This design comes from an exercise in tuning for small area on the open sky130 flow, not from production work.
Function was checked by simulation only, so behaviour that the tests miss may differ from the original.
No driver is modelled on the clock port, so clocking that relies on it looks cheaper here than on a real chip.
Power is estimated from default activity; no workload was simulated.

v37:
==> flow/design.v <==
module pokey_advanced (
    input clk,               
    input enable_179mhz,     
    input reset_n,           
    input [3:0] addr,
    input [7:0] din,
    input we,
    output reg audio_pwm
);
    reg [7:0] audf0, audf1, audf2, audf3;
    wire [7:0] naudf0 = ~audf0;
    wire [7:0] naudf1 = ~audf1;
    wire [7:0] naudf2 = ~audf2;
    wire [7:0] naudf3 = ~audf3;
    reg [3:0] vol0, vol1, vol2, vol3;
    reg [1:0] dist0, dist1, dist2, dist3;    
    reg       use_15khz, link_34, link_12, fast3, fast1;
    wire [7:0] wd  = din & {8{reset_n}};
    wire [8:0] sel;
    assign sel[0] = ~reset_n | (we & addr == 4'd0);
    assign sel[1] = ~reset_n | (we & addr == 4'd1);
    assign sel[2] = ~reset_n | (we & addr == 4'd2);
    assign sel[3] = ~reset_n | (we & addr == 4'd3);
    assign sel[4] = ~reset_n | (we & addr == 4'd4);
    assign sel[5] = ~reset_n | (we & addr == 4'd5);
    assign sel[6] = ~reset_n | (we & addr == 4'd6);
    assign sel[7] = ~reset_n | (we & addr == 4'd7);
    assign sel[8] = ~reset_n | (we & addr == 4'd8);
    always @(posedge clk) begin
        if (sel[0]) audf0 <= wd;
        if (sel[1]) {dist0, vol0} <= {wd[7], wd[5], wd[3:0]};
        if (sel[2]) audf1 <= wd;
        if (sel[3]) {dist1, vol1} <= {wd[7], wd[5], wd[3:0]};
        if (sel[4]) audf2 <= wd;
        if (sel[5]) {dist2, vol2} <= {wd[7], wd[5], wd[3:0]};
        if (sel[6]) audf3 <= wd;
        if (sel[7]) {dist3, vol3} <= {wd[7], wd[5], wd[3:0]};
        if (sel[8]) {fast1, fast3, link_12, link_34, use_15khz} <= {wd[6], wd[5], wd[4], wd[3], wd[0]};
    end
    reg       pb;
    reg [3:0] pa;    
    reg [5:0] pc;    
    reg       en_d;  
    always @(posedge clk) begin
        en_d <= enable_179mhz & reset_n;
        if (!reset_n) begin
            pb <= 1'b0;
            pa <= 4'd0;
            pc <= 6'd0;
        end else if (enable_179mhz) begin
            pb <= ~pb;
            if (pb) begin
                pa <= (pa == 4'b0100) ? 4'd0 : {pa[2:0], ~(pa[3] ^ pa[2])};
                pc <= (pc == 6'b001010) ? 6'd0 : {pc[4:0], ~(pc[5] ^ pc[4])};
            end
        end
    end
    wire tick_64khz = en_d & ~pb & (pa == 4'd0);
    wire tick_15khz = en_d & ~pb & (pc == 6'd0);
    reg [4:0]  poly5;
    reg [16:0] poly17;
    always @(posedge clk) begin
        if (!reset_n) begin
            poly5  <= 5'b10101;
            poly17 <= 17'b10101010101010101;
        end else if (enable_179mhz) begin
            poly5  <= {poly5[3:0],  ~(poly5[4] ^ poly5[2])};
            poly17 <= {poly17[15:0], ~(poly17[16] ^ poly17[4])};
        end
    end
    wire p5 = poly5[4];
    wire p17 = poly17[16];
    wire base_tick = use_15khz ? tick_15khz : tick_64khz;
    wire t0 = fast1 ? enable_179mhz : base_tick;
    wire t1 = base_tick & ~link_12;
    wire t2 = fast3 ? enable_179mhz : base_tick;
    wire t3 = base_tick & ~link_34;
    localparam [7:0] PM = 8'hAA;
    reg [15:0] q0, q2;
    reg [7:0]  q1, q3;
    wire [15:0] nc0 = q0 ^ {PM, PM};
    wire [15:0] nc2 = q2 ^ {PM, PM};
    wire [7:0]  nc1 = q1 ^ PM;
    wire [7:0]  nc3 = q3 ^ PM;
    reg [3:0]  chan_out;
    wire [16:0] b0, b2;
    wire [8:0]  b1, b3;
    assign b0[0] = t0;
    assign b1[0] = t1;
    assign b2[0] = t2;
    assign b3[0] = t3;
    genvar g;
    generate
        for (g = 0; g < 16; g = g + 1) begin : bw
            assign b0[g+1] = b0[g] & nc0[g];
            assign b2[g+1] = b2[g] & nc2[g];
        end
        for (g = 0; g < 8; g = g + 1) begin : bn
            assign b1[g+1] = b1[g] & nc1[g];
            assign b3[g+1] = b3[g] & nc3[g];
        end
    endgenerate
    wire ld0 = b0[16];
    wire ld1 = b1[8];
    wire ld2 = b2[16];
    wire ld3 = b3[8];
    wire [15:0] nload0 = {naudf1 | {8{~link_12}}, naudf0};
    wire [15:0] nload2 = {naudf3 | {8{~link_34}}, naudf2};
    reg rst_d;
    always @(posedge clk) begin
        rst_d <= ~reset_n;
        q0 <= ((nc0 ^ b0[15:0]) | (nload0 & {16{ld0 | rst_d}})) ^ {PM, PM};
        q1 <= ((nc1 ^ b1[7:0])  | (naudf1 & {8{ld1 | rst_d}})) ^ PM;
        q2 <= ((nc2 ^ b2[15:0]) | (nload2 & {16{ld2 | rst_d}})) ^ {PM, PM};
        q3 <= ((nc3 ^ b3[7:0])  | (naudf3 & {8{ld3 | rst_d}})) ^ PM;
    end
    function nxt(input [1:0] d, input o, input a17, input a5);
        nxt = (d == 2'b11) ? ~o : ((d[0] | a17) & (d[1] | a5));
    endfunction
    always @(posedge clk) begin
        if (!reset_n) chan_out <= 4'd0;
        else begin
            if (ld0) chan_out[0] <= nxt(dist0, chan_out[0], p17, p5);
            if (ld1) chan_out[1] <= nxt(dist1, chan_out[1], p17, p5);
            if (ld2) chan_out[2] <= nxt(dist2, chan_out[2], p17, p5);
            if (ld3) chan_out[3] <= nxt(dist3, chan_out[3], p17, p5);
        end
    end
    wire [3:0] a = ~(vol0 & {4{chan_out[0]}});
    wire [3:0] b = ~(vol1 & {4{chan_out[1]}});
    wire [3:0] d = ~(vol2 & {4{chan_out[2]}});
    wire [3:0] e = ~(vol3 & {4{chan_out[3]}});
    reg  [5:0] p;    
    function [1:0] fa(input x, input y, input z);    
        fa = {(x & y) | (x & z) | (y & z), x ^ y ^ z};
    endfunction
    function maj(input x, input y, input z);
        maj = (x & y) | (x & z) | (y & z);
    endfunction
    wire [1:0] f00 = fa(a[0], b[0], d[0]);
    wire       c01 = maj(f00[0], e[0], p[0]);
    wire [1:0] f10 = fa(a[1], b[1], d[1]);
    wire [1:0] f11 = fa(e[1], p[1], f00[1]);
    wire       c12 = maj(f10[0], f11[0], c01);
    wire [1:0] f20 = fa(a[2], b[2], d[2]);
    wire [1:0] f21 = fa(e[2], p[2], f10[1]);
    wire [1:0] f22 = fa(f20[0], f21[0], f11[1]);
    wire       c23 = f22[0] | c12;                   
    wire [1:0] f30 = fa(a[3], b[3], d[3]);
    wire [1:0] f31 = fa(e[3], p[3], f20[1]);
    wire [1:0] f32 = fa(f21[1], f22[1], c23);
    wire       c33 = maj(f30[0], f31[0], f32[0]);
    wire [1:0] f40 = fa(p[4], f30[1], f31[1]);
    wire       c41 = maj(f40[0], f32[1], c33);
    wire       c50 = maj(p[5], f40[1], c41);
    always @(posedge clk) begin
        if (!reset_n) begin
            p <= 6'd0;
            audio_pwm <= 1'b0;
        end else begin
            p <= p + 6'd1;
            audio_pwm <= ~c50;
        end
    end
endmodule
export LEC_CHECK = 0
export ABC_AREA = 1
export CAP_MARGIN = 20
export CORE_MARGIN = 2
export CORE_UTILIZATION = 50
export GPL_TIMING_DRIVEN = 0
export SLEW_MARGIN = 20
create_clock -name core_clock -period 6.0 [get_ports {clk}]
standard.sh (not shown) runs the stock make flow with config.mk's settings and CLKGATE_MAP_FILE= SYNTH_SCRIPT=/design/flow/synth_recipe.tcl, a recipe that flattens the netlist after the stock synthesis.
==> flow/flow/run.sh <==
#!/bin/bash
# Standard ORFS synthesis, then the combinational logic between the
# registers re-mapped by ABC for area (registers and full adders kept as they
# are, with a search over which full adders run in the inverted domain), then
# the standard ORFS layout with clkbuf_4 clock buffers (upsized after CTS
# where a leaf's slew is high), no dummy clock loads, and the smallest buffer
# on each port.
set -euo pipefail
export CTS_ARGS="-sink_clustering_enable -repair_clock_nets -dont_use_dummy_load -buf_list {sky130_fd_sc_hd__clkbuf_4}"
export POST_CTS_TCL=$PWD/flow/post_cts.tcl
export CLK_LEAF_SLEW=0.112
export CLK_TREE_SLEW=0.2
export BUFFER_PORTS_ARGS="-buffer_cell sky130_fd_sc_hd__buf_1"
R=orfs/results/$FLOW_PLATFORM/pokey_advanced/base
bash standard.sh synth > synth_make.log 2>&1
cp $R/1_2_yosys.v $R/1_2_yosys_std.v
export RESYN_LIB=$FLOW_HOME/platforms/sky130hd/lib/sky130_fd_sc_hd__tt_025C_1v80.lib
export RESYN_ABC=$PWD/flow/area.abc
export RESYN_TCL=$PWD/flow/resyn.tcl
python3 flow/fa_search.py $R/1_2_yosys_std.v $R/1_2_yosys.v $PWD/resyn > fa_search.log 2>&1
rm -f $R/1_synth.odb $R/1_synth.sdc
bash standard.sh > flow_make.log 2>&1
==> flow/flow/post_cts.tcl <==
# Clock-tree touch-up after CTS: a clock buffer whose output slew is over
# CLK_LEAF_SLEW (CLK_TREE_SLEW for a buffer that drives only clock buffers)
# gets the next stronger clock buffer, repeated until none is over, so every
# flip-flop clock pin stays well inside the slew limit.
proc clk_slew {name} { return [get_property [get_pins $name/X] slew_max] }
# a buffer that drives flip-flop clock pins, not only other clock buffers
proc is_leaf {name} {
  foreach p [get_pins -of_objects [get_nets -of_objects [get_pins $name/X]]] {
    if {[string match "*/CLK" [get_full_name $p]]} { return 1 }
  }
  return 0
}
set limit $::env(CLK_LEAF_SLEW)
for {set pass 0} {$pass < 6} {incr pass} {
  estimate_parasitics -placement
  set changed 0
  foreach inst [get_cells clkbuf_*] {
    set name [get_name $inst]
    if {[llength [get_pins -quiet $name/X]] == 0} { continue }
    set s [clk_slew $name]
    set ref [get_property $inst ref_name]
    set up ""
    if {$ref == "sky130_fd_sc_hd__clkbuf_4"} { set up sky130_fd_sc_hd__clkbuf_8 }
    if {$ref == "sky130_fd_sc_hd__clkbuf_8"} { set up sky130_fd_sc_hd__clkbuf_16 }
    set lim [expr {[is_leaf $name] ? $limit : $::env(CLK_TREE_SLEW)}]
    if {$s > $lim && $up != ""} {
      puts "clock buffer $name slew $s -> $up"
      replace_cell $inst $up
      incr changed
    }
  }
  if {!$changed} { break }
  detailed_placement
}
check_placement -verbose
estimate_parasitics -placement
foreach inst [get_cells clkbuf_*] {
  set name [get_name $inst]
  puts "clock buffer $name [get_property $inst ref_name] slew [clk_slew $name]"
}
Other scripts of this flow, unchanged in this note and not shown: flow/flow/area.abc, flow/flow/fa_search.py, flow/flow/resyn.tcl
--- input diff v37..v14 ---
- swapping 50 for 40 in CORE_UTILIZATION
- clearing GPL_TIMING_DRIVEN, which used to be 0
diff --git a/flow/flow/run.sh b/flow/flow/run.sh
--- a/flow/flow/run.sh
+++ b/flow/flow/run.sh
@@ -11,3 +11,2 @@
 export CLK_LEAF_SLEW=0.112
-export CLK_TREE_SLEW=0.2
 export BUFFER_PORTS_ARGS="-buffer_cell sky130_fd_sc_hd__buf_1"
==> flow/flow/post_cts.tcl <==
# Clock-tree touch-up after CTS: a leaf clock buffer whose output slew is high
# gets the next stronger clock buffer, so every flip-flop clock pin stays well
# inside the slew limit.
proc clk_slew {name} { return [get_property [get_pins $name/X] slew_max] }
estimate_parasitics -placement
set changed 0
foreach inst [get_cells clkbuf_*] {
  set name [get_name $inst]
  if {[llength [get_pins -quiet $name/X]] == 0} { continue }
  set s [clk_slew $name]
  if {$s > $::env(CLK_LEAF_SLEW) && [get_property $inst ref_name] == "sky130_fd_sc_hd__clkbuf_4"} {
    puts "clock buffer $name slew $s -> clkbuf_8"
    replace_cell $inst sky130_fd_sc_hd__clkbuf_8
    incr changed
  }
}
if {$changed} {
  detailed_placement
  check_placement -verbose
  estimate_parasitics -placement
}
foreach inst [get_cells clkbuf_*] {
  set name [get_name $inst]
  puts "clock buffer $name [get_property $inst ref_name] slew [clk_slew $name]"
}
==> summary.txt <==
Re sequential share of cell area: v14 is 0.82 points down on v37.
For first-iteration DRC count, dividing the value from v14 by the value from v37 gives 0.813.
Measured against each other, v37 and v14 differ in non-clock buffer count, the higher figure coming from v14.
Relative to v37, the area of the die measured on v14 has increased by more than 10%.
Compared with v37, v14 shows a relative slew slack that is 1.0 points higher.
In the metrics for v37 and v14, the one carrying the higher inserted tap cell count is v14.
Inputs modified between v14 and v5:
- GPL_TIMING_DRIVEN: unset -> 0
- CORE_UTILIZATION: 40 -> 60
diff --git a/flow/flow/run.sh b/flow/flow/run.sh
--- a/flow/flow/run.sh
+++ b/flow/flow/run.sh
@@ -11,2 +11,3 @@
 export CLK_LEAF_SLEW=0.112
+export CLK_TREE_SLEW=0.2
 export BUFFER_PORTS_ARGS="-buffer_cell sky130_fd_sc_hd__buf_1"
==> flow/flow/post_cts.tcl <==
# Clock-tree touch-up after CTS: a clock buffer whose output slew is over
# CLK_LEAF_SLEW (CLK_TREE_SLEW for a buffer that drives only clock buffers)
# gets the next stronger clock buffer, repeated until none is over, so every
# flip-flop clock pin stays well inside the slew limit.
proc clk_slew {name} { return [get_property [get_pins $name/X] slew_max] }
# a buffer that drives flip-flop clock pins, not only other clock buffers
proc is_leaf {name} {
  foreach p [get_pins -of_objects [get_nets -of_objects [get_pins $name/X]]] {
    if {[string match "*/CLK" [get_full_name $p]]} { return 1 }
  }
  return 0
}
set limit $::env(CLK_LEAF_SLEW)
for {set pass 0} {$pass < 6} {incr pass} {
  estimate_parasitics -placement
  set changed 0
  foreach inst [get_cells clkbuf_*] {
    set name [get_name $inst]
    if {[llength [get_pins -quiet $name/X]] == 0} { continue }
    set s [clk_slew $name]
    set ref [get_property $inst ref_name]
    set up ""
    if {$ref == "sky130_fd_sc_hd__clkbuf_4"} { set up sky130_fd_sc_hd__clkbuf_8 }
    if {$ref == "sky130_fd_sc_hd__clkbuf_8"} { set up sky130_fd_sc_hd__clkbuf_16 }
    set lim [expr {[is_leaf $name] ? $limit : $::env(CLK_TREE_SLEW)}]
    if {$s > $lim && $up != ""} {
      puts "clock buffer $name slew $s -> $up"
      replace_cell $inst $up
      incr changed
    }
  }
  if {!$changed} { break }
  detailed_placement
}
check_placement -verbose
estimate_parasitics -placement
foreach inst [get_cells clkbuf_*] {
  set name [get_name $inst]
  puts "clock buffer $name [get_property $inst ref_name] slew [clk_slew $name]"
}
--- outcome ---
v5 gives less final worst setup slack than v14 did.
The lower die area of v14 and v5 is in v5.
Delta (v5 minus v14): sequential fraction of design power barely changed; post-route worst hold slack moved up.
Edits applied to the flow inputs when going from v5 to v30:
- GPL_TIMING_DRIVEN: 0 -> unset
- CORE_UTILIZATION: 60 -> 40
==> comparison <==
v30 reached the end of the flow, and the finished layout is clean on the timing, DRC and antenna checks.
The initial standard-cell utilization of the core of v30 is lower than that of v5.
v30 against v5; count of standard-cell rows is up by more than 10%.
v5 → v30: final worst setup slack now sits higher, count of vias placed by the detailed router barely changed, power dissipated in the clock network about even.

## separate check: timing with driven ports
No port has a modelled driver above. Below, the same layouts with a new extraction and two added sets of constraints. Step 1 (the two cells are an assumption about what drives the block):
set clk [get_ports {clk}]
set_driving_cell -lib_cell sky130_fd_sc_hd__clkbuf_16 $clk
set_driving_cell -lib_cell sky130_fd_sc_hd__buf_2 [delete_from_list [all_inputs] $clk]
Step 2 moves the port delays by t, midway between the first and last clock arrival at a register: inputs arrive t later, outputs are due t later. That takes back most of the time a late clock gives input paths. Slacks: no drivers / after step 1 / after step 2; pairs: no drivers / after step 1.
| run | t (ns) | slack for setup (ns) | worst register clock-pin slew, ns | worst data-port slew with drivers (ns) | pins driven straight from the clock port |
|---|---|---|---|---|---|
| v37 | 0.443 | 1.192 / 1.205 / 0.763 | 0.11 / 0.11 | 0.04 | 1 |
| v14 | 0.444 | 1.382 / 1.399 / 0.955 | 0.11 / 0.11 | 0.03 | 1 |
| v5 | 0.434 | 1.137 / 1.137 / 0.785 | 0.11 / 0.11 | 0.03 | 1 |
| v30 | 0.444 | 1.382 / 1.399 / 0.955 | 0.11 / 0.11 | 0.03 | 1 |
After both steps setup and hold are still met in every run listed. The setup slack of v37, which loses most, moves by +0.013 ns with the drivers and by -0.429 ns with both steps.
